This design comes from an exercise in tuning for small area on the open sky130 flow, not from production work. Function was checked by simulation only, so behaviour that the tests miss may differ from the original.

Design cordic_pipeline_top, start of the top module:
module cordic_pipeline_top(
    input clk,
    input rst_n,
    input en,
    input mode,
    input [15:0] xi,
    input [15:0] yi,
    input [15:0] zi,
    output [15:0] xo,
    output [15:0] yo,
    output [15:0] zo,
    output valid
);
Size in the first run: ~4300 cells after synthesis, roughly 300 flip-flops, about 0.028 mm2 of cells after synthesis.
==> flow/config.mk <==
export PLATFORM = sky130hd
export DESIGN_NAME = cordic_pipeline_top
export DESIGN_NICKNAME = cordic_pipeline_top
export VERILOG_FILES = /design/flow/design.v
export SDC_FILE = /design/flow/constraint.sdc
export NUM_CORES = 4
export LEC_CHECK = 0
export ABC_AREA = 1
export CAP_MARGIN = 20
export CORE_MARGIN = 2
export CORE_UTILIZATION = 65
export CTS_BUF_LIST = sky130_fd_sc_hd__clkbuf_8
export CTS_CLUSTER_DIAMETER = 80
export CTS_CLUSTER_SIZE = 18
export SLEW_MARGIN = 20
==> flow/constraint.sdc <==
create_clock -name core_clock -period 8.0 [get_ports {clk}]
set_input_delay 1.6000 -clock core_clock [delete_from_list [all_inputs] [get_ports {clk}]]
set_output_delay 1.6000 -clock core_clock [all_outputs]
set_load 0.01 [all_outputs]
standard.sh (not shown) runs the stock make flow with config.mk's settings and CLKGATE_MAP_FILE= SYNTH_SCRIPT=/design/flow/synth_recipe.tcl, a recipe that flattens the netlist after the stock synthesis.
==> flow/flow/run.sh <==
#!/bin/bash
# The standard layout (standard.sh) with two changes:
#  - synthesis leaves the adders to ABC (no full/half adder cells extracted first);
#  - the port buffers use the smallest buffer cell.
set -euo pipefail
export ADDER_MAP_FILE=
export BUFFER_PORTS_ARGS="-buffer_cell sky130_fd_sc_hd__buf_1"
bash standard.sh > standard_flow.log 2>&1
The baseline finished with timing, DRC and antenna clean.
Then changed:
Settings changed: CORE_UTILIZATION 65 to 45, CTS_BUF_LIST sky130_fd_sc_hd__clkbuf_8 to sky130_fd_sc_hd__clkbuf_8 sky130_fd_sc_hd__clkbuf_16, CTS_CLUSTER_DIAMETER 80 to 100, CTS_CLUSTER_SIZE 18 to 30, PLACE_DENSITY set to 0.7.
What happened: The changed run produced a clean layout; sequential share of layout area falls by 0.36 points; core utilization is lower by 20 points; global-route usage shrinks by 8.7 points; cell area rose slightly; worst hold slack gains 0.012 ns; area after synthesis is unchanged; final cell count goes up by a few percent.
Then changed:
==> flow/flow/run.sh (replaced) <==
#!/bin/bash
# The standard layout (standard.sh), with these changes:
#  - synthesis leaves the adders to ABC (no full/half adder cells extracted first) and maps
#    with a delay-targeted area script (flow/abc_area_d.script, through flow/synth.tcl, which is
#    synth_recipe.tcl plus that one change);
#  - the port buffers use the smallest buffer cell.
set -euo pipefail
W=$PWD
export ADDER_MAP_FILE=
export BUFFER_PORTS_ARGS="-buffer_cell sky130_fd_sc_hd__buf_1"
export MY_ABC_SCRIPT="$W/flow/abc_area_d.script"
sed "s|SYNTH_SCRIPT=[^ ]*|SYNTH_SCRIPT=$W/flow/synth.tcl|" standard.sh > my_standard.sh
grep -q "SYNTH_SCRIPT=$W/flow/synth.tcl" my_standard.sh
bash my_standard.sh > standard_flow.log 2>&1
==> flow/flow/abc_area_d.script (new file) <==
strash
dch
map -B 0.9 -D 7000
topo
stime -c
buffer -c
upsize -c -D 7000
dnsize -c -D 7000
==> flow/flow/synth.tcl (new file) <==
proc synth {args} { yosys synth -nofsm -noshare {*}$args }
# ABC maps with the script in MY_ABC_SCRIPT instead of ORFS's area script.
proc abc {args} {
  set i [lsearch -exact $args -script]
  if { $i >= 0 && [info exists ::env(MY_ABC_SCRIPT)] } {
    set args [lreplace $args [expr {$i + 1}] [expr {$i + 1}] $::env(MY_ABC_SCRIPT)]
  }
  yosys abc {*}$args
}
source $::env(SCRIPTS_DIR)/synth.tcl
# left out here: clear keep_hierarchy, flatten, clean up, hide names made inside functions, write 1_2_yosys.v
Settings changed: CORE_UTILIZATION 45 to 55, PLACE_DENSITY 0.7 to unset.
The changed run went through all stages and came out clean; die area decreases by 22%; maximum frequency falls by 0.66%; setup slack is worse by 0.051 ns; global-route usage rose by 6.6 points; final cell count is lower by 2.4%.
Then changed:
==> flow/flow/run.sh (replaced) <==
#!/bin/bash
# The standard layout (standard.sh) with two changes:
#  - synthesis leaves the adders to ABC (no full/half adder cells extracted first);
#  - the port buffers use the smallest buffer cell.
set -euo pipefail
export ADDER_MAP_FILE=
export BUFFER_PORTS_ARGS="-buffer_cell sky130_fd_sc_hd__buf_1"
bash standard.sh > standard_flow.log 2>&1
Settings changed: GPL_ROUTABILITY_DRIVEN set to 0, PLACE_DENSITY set to 0.7.
removed: flow/flow/abc_area_d.script
removed: flow/flow/synth.tcl
Result: Setup slack is worse by 0.010 ns; wire length goes down by 8.5%; cell area drops by 1.0%; die area increases by 5.2%; count of clock-buffer cells in the layout is lower by 2; final cell count shrinks by 0.47%; via count falls by 1.5%.

==> what the ideal ports hide <==
Ports are ideal in the flow. The routed layouts listed here were re-timed in OpenROAD. Step 1, drivers: a clkbuf_16 drives clk and a buf_2 each remaining input, both assumed. Step 2, shift: input delay + t, output delay - t, t = (earliest + latest rising clock arrival at the registers) / 2. This alone moves slack from input paths to output paths. Three values: ideal ports, drivers, drivers and shift; two values: the first two.
run	t (ns)	setup WS [ns]	worst setup path at the end	clock arrival spread, ns	slew at the worst register clock pin (ns)
the first run	0.662	0.305 / 0.252 / 0.157	input to register	0.053 / 0.053	0.11 / 0.11
the second run	0.589	0.302 / 0.244 / 0.134	input to register	0.037 / 0.037	0.12 / 0.12
the third run	0.597	0.252 / 0.195 / 0.158	input to register	0.029 / 0.029	0.11 / 0.11
the fourth run	0.582	0.242 / 0.180 / 0.182	input to register	0.029 / 0.028	0.12 / 0.12
After both steps every run listed still meets setup and hold. The setup slack of the second run, which loses most, moves by -0.058 ns with the drivers and by -0.168 ns with both steps.
